From an optimization exercise on the open Yosys and OpenROAD flow, aimed at small area and a short achievable clock period; shortcuts taken in it are not production practice.
In this exercise RTL edits were held to simulation tests only and were not proved equivalent to the original.
Power figures rest on the tool's default switching activity, not on a simulated workload.

==> flow/design.v, too long to show whole: its modules and the start of the top module <==
// module mac_cs: 914 lines
// module sub_array: 124 lines
// module cinc: 27 lines
// module resa_subarray: 39 lines
module resa_subarray (
    input  wire         clk,
    input  wire         rst,
    input  wire [1:0]   dataflow_sel,
    input  wire         stationary_sel,
    input  wire [63:0]  array_ifmap_in,
    input  wire [63:0]  array_weight_in,
    input  wire [127:0] array_psum_in_v,
    input  wire [127:0] array_psum_in_h,
    output wire [63:0]  array_ifmap_out,
    output wire [63:0]  array_weight_out,
    output wire [127:0] array_psum_out_v,
    output wire [127:0] array_psum_out_h
);
  // ...
==> flow/flow/run.sh <==
#!/bin/bash
# The standard layout, with changes made through ORFS's own variables only:
# clock tree synthesis without dummy loads and with larger sink clusters, port buffers of cell buf_1, and
# timing repair aiming at a 5.25 ns setup margin. Each tool's output is kept
# in the ORFS logs under orfs/logs; make's own output goes to
# make_finish.log here.
set -euo pipefail
export CTS_ARGS="-sink_clustering_enable -repair_clock_nets -dont_use_dummy_load -sink_clustering_size 20 -sink_clustering_max_diameter 80"
export BUFFER_PORTS_ARGS="-buffer_cell sky130_fd_sc_hd__buf_1"
export SETUP_SLACK_MARGIN=5.25
bash standard.sh finish > make_finish.log 2>&1
==> flow/standard.sh <==
#!/bin/bash
# synth_recipe.tcl (not shown) runs the flow's synth.tcl, then flattens the netlist and writes it again
# the make line also repeats each setting of config.mk as NAME=value (left out here)
make -C /OpenROAD-flow-scripts/flow DESIGN_CONFIG=/design/flow/config.mk WORK_HOME=/design/flow/orfs CLKGATE_MAP_FILE= SYNTH_SCRIPT=/design/flow/synth_recipe.tcl "${@:-finish}"
==> flow/config.mk <==
export PLATFORM = sky130hd
export DESIGN_NAME = resa_subarray
export DESIGN_NICKNAME = resa_subarray
export VERILOG_FILES = /design/flow/design.v
export SDC_FILE = /design/flow/constraint.sdc
export NUM_CORES = 4
export LEC_CHECK = 0
export CAP_MARGIN = 20
export CORE_MARGIN = 2
export CORE_UTILIZATION = 65
export PLACE_DENSITY = 0.7
export SLEW_MARGIN = 20
export SYNTH_HIERARCHICAL = 1
==> flow/constraint.sdc <==
create_clock -name core_clock -period 10.0 [get_ports {clk}]
set_input_delay 2.0000 -clock core_clock [delete_from_list [all_inputs] [get_ports {clk}]]
set_output_delay 2.0000 -clock core_clock [all_outputs]
set_load 0.01 [all_outputs]
==> reports/qor.csv, run 1 <==
stage,metric,value,unit
final_layout,post-layout instance count excluding filler cells,10700,
synthesis,post-synthesis simple-gate area fraction,15.7,%
worst_setup_path,ordered cell list for the critical path,a31oi_4 > a211oi_2 > buf_4 > buf_6 > a41oi_4 > a31oi_4 > a21bo_2 > ha_4 > xor2_2 > buf_2,
die,Core Box Area,137000,um2
die,row cnt,136,
placement,final weighted congestion of routability-driven global placement,0.907,
worst_setup_path,reg2reg end,u_array.pcol[1].os[17],
timing,transition time of the tightest slew-check pin,1060,ps
final_layout,Biggest register,u_array.lb,
drt,count of nets left with antenna violations after detail routing,0,
final_layout,largest contributor to cell area by class,multi-input combinational cells,
worst_setup_path,Worst EP required,8000,ps
power_and_ir_drop,Switching Share,36.9,%
final_layout,clock distribution area overhead in the final layout,2.48,%
synthesis,share of the synthesized netlist area taken by xor and xnor gates,2.12,%
synthesis,Compound-Gate Fraction of Synth Area,5.75,%
synthesis,most common cell in the synthesized netlist,inv_1,
power_and_ir_drop,Comb power frac,39.2,%
final_layout,number of multi-input combinational cells in the layout,5252,
placement,DP Cell Count,10400,
die,starting utilization of the core area,65.2,%
final_layout,Non-clk bufs,755,
final_layout,number of flip-flops under the largest register name,256,
worst_setup_path,worst r2r path cells,14,
worst_setup_path,slowest CP cell,dfrtp_1,
global_route,aggregate global routing overflow,0,
placement,placed cell areas,92100,um2
synthesis,netlist area before placement,89400,um2
synthesis,cell count after synthesis,8467,
cts,CTS Root Cell,clkbuf_16,
global_route,via count of the first global-routing pass,62000,
die,overall die area,140000,um2
run_status,status,no timing/DRC/antenna violations,
worst_setup_path,dominant cell type by count on the critical path,a31oi_4,
final_layout,number of fill cells,10100,
final_layout,number of sequential cells,1554,
global_route,routing layer with the top usage in global route,met2,
power_and_ir_drop,Pleak,0.0454,uW
synthesis,number of enable-type register cells in the synthesized netlist,192,
==> module sub_array, before the edit <==
module sub_array (
    input  wire         clk,
    input  wire         rst,
    input  wire [1:0]   dataflow_sel,
    input  wire         stationary_sel,
    input  wire [63:0]  array_ifmap_in,
    input  wire [63:0]  array_weight_in,
    input  wire [127:0] array_psum_in_v,
    input  wire [127:0] array_psum_in_h,
    output wire [63:0]  array_ifmap_out,
    output wire [63:0]  array_weight_out,
    output wire [127:0] psum_s,          
    output wire [59:0]  psum_g,          
    output wire [127:0] array_psum_out_h
);
    wire m_os  = (dataflow_sel == 2'b10);
    wire m_clr = (dataflow_sel == 2'b11);
    wire m_mac = ~dataflow_sel[1];
    wire ld_x0 = (dataflow_sel == 2'b00);
    reg [2:0] v0, v2;
    reg       lbv, run;
    reg [2:1] pv;
    wire [3:0] v0i = {v0[2:0], 1'b1};    
    wire [3:0] v2i = {v2[2:0], 1'b1};    
    wire lbv_n = lbv | stationary_sel;
    always @(posedge clk or posedge rst) begin
        if (rst) begin
            v0 <= 3'd0;
            v2 <= 3'd0;
            lbv <= 1'b0;
            run <= 1'b0;
            pv <= 2'd0;
        end else begin
            v0 <= {3{m_os}} & v0i[2:0];
            v2 <= {3{~m_clr}} & v2i[2:0];
            lbv <= lbv_n;
            run <= 1'b1;
            pv <= {2{m_mac}} & {pv[1], 1'b1};
        end
    end
    reg  [255:0] d0;             
    reg  [255:0] d2;             
    reg  [255:0] lb;             
    wire [255:0] x0, x2;         
    wire [255:0] lbn;            
    reg  [63:0]  o0;             
    reg  [63:0]  o2;             
    always @(posedge clk) begin
        d0 <= x0;
        d2 <= x2;
        lb <= lbn;
    end
    always @(posedge clk or posedge rst) begin
        if (rst) begin
            o0 <= 64'd0;
            o2 <= 64'd0;
        end else begin
            o0 <= {x0[16*(4*(3)+(3)) +: 16], x0[16*(4*(2)+(3)) +: 16], x0[16*(4*(1)+(3)) +: 16], x0[16*(4*(0)+(3)) +: 16]} & {64{m_os & v0[2]}};
            o2 <= {x2[16*(4*(3)+(3)) +: 16], x2[16*(4*(3)+(2)) +: 16], x2[16*(4*(3)+(1)) +: 16], x2[16*(4*(3)+(0)) +: 16]} & {64{~m_clr & v2[2]}};
        end
    end
    wire sum_ok   = m_mac & lbv;
    wire o_ok     = m_mac & run;
    genvar r, c;
    generate
        for (r = 0; r < 4; r = r + 1) begin: row
            for (c = 0; c < 4; c = c + 1) begin: col
                if (c == 0) begin: w0
                    assign x0[16*(4*(r)+(c)) +: 16] = array_ifmap_in[16*r +: 16];
                end else begin: wn
                    assign x0[16*(4*(r)+(c)) +: 16] = d0[16*(4*(r)+(c-1)) +: 16];
                end
                if (r == 0) begin: n0
                    assign x2[16*(4*(r)+(c)) +: 16] = array_weight_in[16*c +: 16];
                end else begin: nn
                    assign x2[16*(4*(r)+(c)) +: 16] = d2[16*(4*(r-1)+(c)) +: 16];
                end
                wire ld_zero = ld_x0 ? ~v0i[c] : ~v2i[r];
                assign lbn[16*(4*(r)+(c)) +: 16] = stationary_sel ?
                    ((ld_x0 ? x0[16*(4*(r)+(c)) +: 16] : x2[16*(4*(r)+(c)) +: 16]) & {16{~ld_zero}}) :
                    lb[16*(4*(r)+(c)) +: 16];
            end
        end
        for (c = 0; c < 4; c = c + 1) begin: pcol
            reg  [15:0] a1;              
            reg  [16:0] a2;              
            reg  [17:0] s3;              
            reg  [31:0] pd1, pd2, pd3;   
            reg  [31:0] os;              
            reg  [14:0] og;              
            wire [16:0] a2n = a1 + lb[16*(4*(1)+(c)) +: 16];
            wire [17:0] s3n = a2 + lb[16*(4*(2)+(c)) +: 16];
            wire [17:0] s3m = (s3n & {18{sum_ok}}) + {2'b0, lbn[16*(4*(3)+(c)) +: 16]};
            wire s3_ok = ~m_clr & v2[1] & lbv_n;
            wire [31:0] ms;
            wire [14:0] mg;
            mac_cs u_mac (.a(d2[16*(4*(2)+(c)) +: 16]), .b(s3), .p(pd3), .s(ms), .g(mg));
            always @(posedge clk) begin
                a1  <= lb[16*(4*(0)+(c)) +: 16] & {16{sum_ok}};
                a2  <= a2n & {17{sum_ok}};
                s3  <= s3m & {18{s3_ok}};
                pd1 <= array_psum_in_v[32*c +: 32];
                pd2 <= pd1;
                pd3 <= pd2 & {32{m_mac & pv[2]}};
            end
            always @(posedge clk or posedge rst) begin
                if (rst) begin
                    os <= 32'd0;
                    og <= 15'd0;
                end else begin
                    os <= ms & {32{o_ok}};
                    og <= mg & {15{o_ok}};
                end
            end
            assign psum_s[32*c +: 32] = os;
            assign psum_g[15*c +: 15] = og;
            assign array_weight_out[16*c +: 16] = o2[16*c +: 16];
        end
        for (r = 0; r < 4; r = r + 1) begin: orow
            assign array_ifmap_out[16*r +: 16] = o0[16*r +: 16];
        end
    endgenerate
    assign array_psum_out_h = array_psum_in_h;
endmodule
==> module cinc, before the edit <==
module cinc (
    input  wire [31:0] s,
    input  wire [14:0] g,
    output wire [31:0] y
);
    wire [14:0] p;
    genvar b;
    generate
        for (b = 0; b < 15; b = b + 1) begin: bp
            assign p[b] = s[2*b] & s[2*b+1];
        end
    endgenerate
    wire [14:0] g1 = g | (p & {g[13:0], 1'b0});
    wire [14:0] p1 = p & {p[13:0], 1'b0};
    wire [14:0] g2 = g1 | (p1 & {g1[12:0], 2'b0});
    wire [14:0] p2 = p1 & {p1[12:0], 2'b0};
    wire [14:0] g3 = g2 | (p2 & {g2[10:0], 4'b0});
    wire [14:0] p3 = p2 & {p2[10:0], 4'b0};
    wire [14:0] c  = g3 | (p3 & {g3[6:0], 8'b0});
    assign y[1:0] = s[1:0];
    generate
        for (b = 1; b < 16; b = b + 1) begin: inc
            assign y[2*b]   = s[2*b] ^ c[b-1];
            assign y[2*b+1] = s[2*b+1] ^ (c[b-1] & s[2*b]);
        end
    endgenerate
endmodule
==> inputs of run 2 (changes only) <==
--- a/flow/design.v
+++ b/flow/design.v
@@ -932,7 +932,7 @@
     wire m_mac = ~dataflow_sel[1];
     wire ld_x0 = (dataflow_sel == 2'b00);
     reg [2:0] v0, v2;
-    reg       lbv, run;
+    reg       lbv;
     reg [2:1] pv;
     wire [3:0] v0i = {v0[2:0], 1'b1};    
     wire [3:0] v2i = {v2[2:0], 1'b1};    
@@ -942,13 +942,11 @@
             v0 <= 3'd0;
             v2 <= 3'd0;
             lbv <= 1'b0;
-            run <= 1'b0;
             pv <= 2'd0;
         end else begin
             v0 <= {3{m_os}} & v0i[2:0];
             v2 <= {3{~m_clr}} & v2i[2:0];
             lbv <= lbv_n;
-            run <= 1'b1;
             pv <= {2{m_mac}} & {pv[1], 1'b1};
         end
     end
@@ -974,7 +972,9 @@
         end
     end
     wire sum_ok   = m_mac & lbv;
-    wire o_ok     = m_mac & run;
+    wire sel_keep = sum_ok & ~stationary_sel;
+    wire sel_load = sum_ok & stationary_sel;
+    wire sel_lb   = ~sum_ok;
     genvar r, c;
     generate
         for (r = 0; r < 4; r = r + 1) begin: row
@@ -1004,7 +1004,12 @@
             reg  [14:0] og;              
             wire [16:0] a2n = a1 + lb[16*(4*(1)+(c)) +: 16];
             wire [17:0] s3n = a2 + lb[16*(4*(2)+(c)) +: 16];
-            wire [17:0] s3m = (s3n & {18{sum_ok}}) + {2'b0, lbn[16*(4*(3)+(c)) +: 16]};
+            wire [15:0] x0_3 = x0[16*(4*(3)+(c)) +: 16] & {16{v0i[c]}};
+            wire [15:0] x2_3 = x2[16*(4*(3)+(c)) +: 16] & {16{v2[2]}};
+            wire [17:0] s_keep = s3n + {2'b0, lb[16*(4*(3)+(c)) +: 16]};
+            wire [17:0] s_load = s3n + {2'b0, ld_x0 ? x0_3 : x2_3};
+            wire [17:0] s3m = ({18{sel_keep}} & s_keep) | ({18{sel_load}} & s_load) |
+                              ({18{sel_lb}} & {2'b0, lbn[16*(4*(3)+(c)) +: 16]});
             wire s3_ok = ~m_clr & v2[1] & lbv_n;
             wire [31:0] ms;
             wire [14:0] mg;
@@ -1022,8 +1027,8 @@
                     os <= 32'd0;
                     og <= 15'd0;
                 end else begin
-                    os <= ms & {32{o_ok}};
-                    og <= mg & {15{o_ok}};
+                    os <= ms & {32{m_mac}};
+                    og <= mg & {15{m_mac}};
                 end
             end
             assign psum_s[32*c +: 32] = os;
@@ -1042,19 +1047,29 @@
     output wire [31:0] y
 );
     wire [14:0] p;
-    genvar b;
+    genvar b, l;
     generate
         for (b = 0; b < 15; b = b + 1) begin: bp
             assign p[b] = s[2*b] & s[2*b+1];
         end
     endgenerate
-    wire [14:0] g1 = g | (p & {g[13:0], 1'b0});
-    wire [14:0] p1 = p & {p[13:0], 1'b0};
-    wire [14:0] g2 = g1 | (p1 & {g1[12:0], 2'b0});
-    wire [14:0] p2 = p1 & {p1[12:0], 2'b0};
-    wire [14:0] g3 = g2 | (p2 & {g2[10:0], 4'b0});
-    wire [14:0] p3 = p2 & {p2[10:0], 4'b0};
-    wire [14:0] c  = g3 | (p3 & {g3[6:0], 8'b0});
+    wire [74:0] gl, pl;      
+    assign gl[14:0] = g;
+    assign pl[14:0] = p;
+    generate
+        for (l = 0; l < 4; l = l + 1) begin: lvl
+            for (b = 0; b < 15; b = b + 1) begin: bt
+                if (b >= (1 << l)) begin: a
+                    assign gl[15*(l+1)+b] = gl[15*l+b] | (pl[15*l+b] & gl[15*l+b-(1 << l)]);
+                    assign pl[15*(l+1)+b] = pl[15*l+b] & pl[15*l+b-(1 << l)];
+                end else begin: z
+                    assign gl[15*(l+1)+b] = gl[15*l+b];
+                    assign pl[15*(l+1)+b] = pl[15*l+b];
+                end
+            end
+        end
+    endgenerate
+    wire [14:0] c = gl[60 +: 15];
     assign y[1:0] = s[1:0];
     generate
         for (b = 1; b < 16; b = b + 1) begin: inc
==> flow/flow/run.sh (replaced) <==
#!/bin/bash
# The standard layout, with changes made through ORFS's own variables only:
# clock tree synthesis without dummy loads, port buffers of cell buf_2, and
# timing repair aiming at a 5.0 ns setup margin. Each tool's output is kept
# in the ORFS logs under orfs/logs; make's own output goes to
# make_finish.log here.
set -euo pipefail
export CTS_ARGS="-sink_clustering_enable -repair_clock_nets -dont_use_dummy_load"
export BUFFER_PORTS_ARGS="-buffer_cell sky130_fd_sc_hd__buf_2"
export SETUP_SLACK_MARGIN=5.0
bash standard.sh finish > make_finish.log 2>&1
--- a/flow/config.mk
+++ b/flow/config.mk
@@ -7,7 +7,7 @@
 export LEC_CHECK = 0
 export CAP_MARGIN = 20
 export CORE_MARGIN = 2
-export CORE_UTILIZATION = 65
-export PLACE_DENSITY = 0.7
+export CORE_UTILIZATION = 60
+export PLACE_DENSITY = 0.68
 export SLEW_MARGIN = 20
 export SYNTH_HIERARCHICAL = 1
==> reports/qor.csv, run 2 <==
stage,metric,value,unit,change
timing,remaining max-slew budget at the tightest pin,19.4,%,
synthesis,"Primary FF master, synth",dfxtp_1,,
drt,drt initial violations,5042,,
worst_setup_path,kind of end point of the critical path,output pin,,
global_route,pin count of the biggest net entering global routing,159,,
drt,first-pass detailed-route iteration total,6,,
power_and_ir_drop,total power draw,20500,uW,
final_layout,most frequent cells in the layout,"inv_1 (1,198), fa_1 (1,078), nand2_1 (1,074), dfxtp_1 (983), and2_1 (929)",,
power_and_ir_drop,Comb power frac,38.1,%,-1.1 points
worst_setup_path,maximum net fanout on the critical path,4,,
synthesis,portion of netlist area occupied by mux cells,0.546,%,
drt,average wire length per cell after detail routing,23.3,um,
synthesis,number of enable-type register cells in the synthesized netlist,192,,unchanged
synthesis,most numerous cell types in the synthesized netlist,"inv_1 (1,199), fa_1 (1,080), nand2_1 (1,076)",,
timing,final setup fails,0,,
power_and_ir_drop,part of the power in the clock network,24.5,%,
final_layout,largest registers,"u_array.lb x256, u_array.d0 x192, u_array.d2 x192",,
power_and_ir_drop,Pleak,0.0484,uW,+6.5%
cts,Worst-Skew Late Latency,840,ps,
synthesis,dominant combinational cell family by area after synthesis,adder cells,,
power_and_ir_drop,net load switching power,7310,uW,
final_layout,number of fill cells,12500,,+24%
synthesis,warnings from Yosys,7,,
timing,final cycle utilization of the critical path,49.5,%,
flow_run,number of maximum-capacitance constraint violations,0,,
run_status,status,no timing/DRC/antenna violations,,
power_and_ir_drop,P_int,13200,uW,
global_route,aggregate global routing overflow,0,,unchanged
placement,post-DP HPWL,198000,um,
die,width of the chip,398,um,
final_layout,number of flip-flops under the largest register name,256,,unchanged
final_layout,net total in the final layout,11300,,
global_route,global-route total usage across every layer,33.7,%,
timing,fmax,0.202,GHz,
worst_setup_path,Crit Path Class,register to output pin,,
die,Core Box Area,154000,um2,+12%
placement,final weighted congestion of routability-driven global placement,0.976,,+7.6%
hold_path,worst min path class,register to register,,
drt,count of nets left with antenna violations after detail routing,0,,unchanged
drt,vias per std cell,5.62,,
cts,CTS tree,yes,,
synthesis,Synth Area per Inst,10.3,um2,
timing,setup repair after global routing missed its margin,true,,
synthesis,net count after synthesis,10900,,
drt,post-detailed-route DRC marker count,0,,
synthesis,register area share after synthesis,37.3,%,
power_and_ir_drop,Switching Share,35.7,%,-1.2 points
cts,clock slew at reported path FFs,50,ps,
global_route,via count of the first global-routing pass,66100,,+6.7%
die,row cnt,144,,+5.9%
synthesis,share of the synthesized netlist area taken by xor and xnor gates,2.50,%,+0.38 points
worst_setup_path,data arrival time of the critical path,2950,ps,
final_layout,Biggest register,u_array.lb,,
timing,transition time of the tightest slew-check pin,1210,ps,+145 ps
cts,Sinks on Clock Net,1553,,
global_route,number of antenna violations at the first check in global routing,38,,
timing,accumulated negative setup slack,0,ps,
power_and_ir_drop,Peak supply drop,0.175,mV,
timing,hold violation count in the final report,0,,
power_and_ir_drop,pwr dens,202,nW/um2,
die,overall die area,158000,um2,+13%
cts,number of clock buffers inserted by TritonCTS,160,,
synthesis,post-synthesis cell type count,87,,
final_layout,most frequent standard cell in the layout excluding fill and tap cells,inv_1,,
synthesis,Compound-Gate Fraction of Synth Area,7.35,%,+1.6 points
synthesis,portion of synthesized cell area occupied by the leading cell type,23.3,%,
die,die height,398,um,
cts,deepest clock path buffer count,3,,
synthesis,Post-synth ARST share,20.9,%,
timing,fin. max-slew vios,0,,
final_layout,signed area change from the synthesized netlist to the final layout,9.10,%,
die,top-level I/O count,773,,
synthesis,post-synthesis simple-gate area fraction,15.8,%,+0.024 points
synthesis,synthesis-stage register bit count,1553,,
global_route,first-pass GRT wire length,400000,um,
synthesis,most common cell in the synthesized netlist,inv_1,,
synthesis,cell taking the most area after synthesis,fa_1,,
power_and_ir_drop,Flop pwr share,37.4,%,
cts,maximum level of the CTS H-tree,4,,
synthesis,leading post-synthesis cells by cell area,"fa_1 (23%), dfxtp_1 (22%), dfrtp_1 (8.7%), and2_1 (6.3%), edfxtp_1 (6.2%)",,
worst_setup_path,Critical Path Source Type,register,,
synthesis,netlist area before placement,93000,um2,+4.0%
drt,vias,64100,,
final_layout,final core occ,65.8,%,
timing,Max Clock Skew,132,ps,
cts,CTS Root Cell,clkbuf_16,,
die,starting utilization of the core area,60.4,%,-4.9 points
worst_setup_path,Worst EP required,8000,ps,about the same
synthesis,adder and majority gate portion of the synthesized area,29.2,%,
final_layout,layout cells sized above 1,10.9,%,
drt,Total Routed Length,266000,um,
synthesis,cell count after synthesis,9027,,+6.6%
timing,time the worst path needs with I/O delays and setup,4950,ps,
placement,input/output buffers,516,,
-- run 2: changes by cell type after synthesis, moves of 21 or more --
cell / previous run / this run
nor2b_1: 17 / 207
nand2_1: 943 / 1076
mux2_2: 1 / 22
o22ai_1: 54 / 3
xnor2_1: 83 / 132
a21oi_1: 225 / 342
and2_1: 1130 / 931
o21ai_0: 112 / 181
mux2i_1: 53 / 26
ha_1: 376 / 444
-- run 2: critical path, stage by stage (launching register included) --
cell and delay (ps):
dfrtp_1 420, a31oi_4 110, a211oi_2 180, buf_4 170
a31oi_4 100, inv_2 120, o21ai_4 70, buf_12 150
o41ai_4 350, ha_2 240, xor2_1 160, buf_2 150
-- run 2: path summary, 6_finish.rpt --
kind,start,to,slack (ps),depth (start not counted)
setup / recovery,u_array.pcol[3].og[0],array_psum_out_v[127],5050,11
hold / removal,u_array.pcol[1].pd1[22],u_array.pcol[1].pd2[22],300,0
setup reg to reg,u_array.d2[184],u_array.pcol[3].os[19],5110,14
hold reg to reg,u_array.pcol[1].pd1[22],u_array.pcol[1].pd2[22],300,0
max in group asynchronous,rst,u_array.v2[2],6620,4
min in group asynchronous,rst,u_array.pcol[1].os[0],1300,2
-- run 2: what timing repair did --
action,4_1_cts,5_1_grt
endpoints found under the hold margin,0,0
gates resized for setup,48,88
cloned,2,0
buffers inserted,11,25
endpoints found under the setup margin,76,65
hold buffers,0,0
pin swaps,9,20
-- run 2: area by class of cell --
type / instances / area, um2 / share of cell area (%)
timing repair buffer: 639 / 3640 / 3.59
sequential: 1553 / 34700 / 34.3
tap: 2044 / 2560 / 2.52
inverter: 1204 / 4520 / 4.46
multi-input combinational: 5796 / 51900 / 51.2
clock buffer: 160 / 4000 / 3.95
antenna: 21 / 52.6 / 0.0518
-- run 2: metrics by stage --
| stage | cells | setup WS (ps) | hold slack [ps] | area [um2] |
|---|---|---|---|---|
| after global routing | 11400 | 4920 | 294 | 101000 |
| after floorplan | 9027 | 3660 | 310 | 93100 |
| after global placement | 11200 | 3840 | 311 | 96600 |
| after detailed placement | 11200 | 3750 | 312 | 96600 |
| after CTS | 11400 | 5000 | 291 | 101000 |
| final | 11400 | 5050 | 303 | 101000 |
-- run 2: cell families after synthesis --
logic type               after synthesis
AO/OA/AOI/OAI                       1044
buffers and inverters               1680
XOR/XNOR                             259
multiplexers                          48
AND/OR/NAND/NOR                     2919
adder cells (fa/ha/maj)             1524
flip-flops                          1553
-- run 2: per-layer routing --
| metal | wire length [um] | part of all wire, % | vias up | track usage, % |
|---|---|---|---|---|
| li1 | - | - | 28800 | - |
| met1 | 109000 | 41 | 32100 | 45.2 |
| met2 | 124000 | 47 | 2604 | 54.4 |
| met3 | 19800 | 7.4 | 653 | 5.74 |
| met4 | 12600 | 4.8 | 4 | 14.7 |
| met5 | 37 | 0.014 | - | 0 |
-- run 2: modules after synthesis, one instance, submodules excluded, a selection --
module / area, um2 / copies in the design
sub_array: 56300 / 1
cinc: 704 / 4
mac_cs: 8480 / 4
-- run 2: power by group through the flow --
stage | Combinational [uW] | Clock (uW) | Sequential (uW)
3_5_place_dp | 7790 | 0 | 7740
3_3_place_gp | 7590 | 0 | 7730
5_1_grt | 8990 | 5340 | 7700
6_report | 7820 | 5020 | 7660
4_1_cts | 7850 | 5110 | 7620
2_1_floorplan | 5810 | 0 | 7350

[static timing again, ports no longer ideal]
No port has a modelled driver above. Below, the same layouts with a new extraction and two added sets of constraints. Step 1, drivers: a clkbuf_16 drives clk and a buf_2 each remaining input, both assumed. Step 2 times the ports against the registers' clock, not the clock port: input delays grow and output delays shrink by t, the midpoint of the rising clock arrivals with the driver on. a / b / c = ideal / step 1 / step 2; a / b = the first two.
run | shift t [ns] | setup WS [ns] | hold WS [ns] | slew at the worst register clock pin (ns) | pins driven straight from the clock port
run 1 | 0.789 | 5.183 / 5.114 / 4.565 | 0.321 / 0.321 / 0.321 | 0.09 / 0.09 | 1
run 2 | 0.859 | 5.046 / 4.960 / 4.396 | 0.303 / 0.303 / 0.303 | 0.06 / 0.06 | 1
After both steps every run listed still meets setup and hold. For run 2, which loses most, drivers alone change the setup slack by -0.086 ns; drivers and shift together by -0.650 ns.
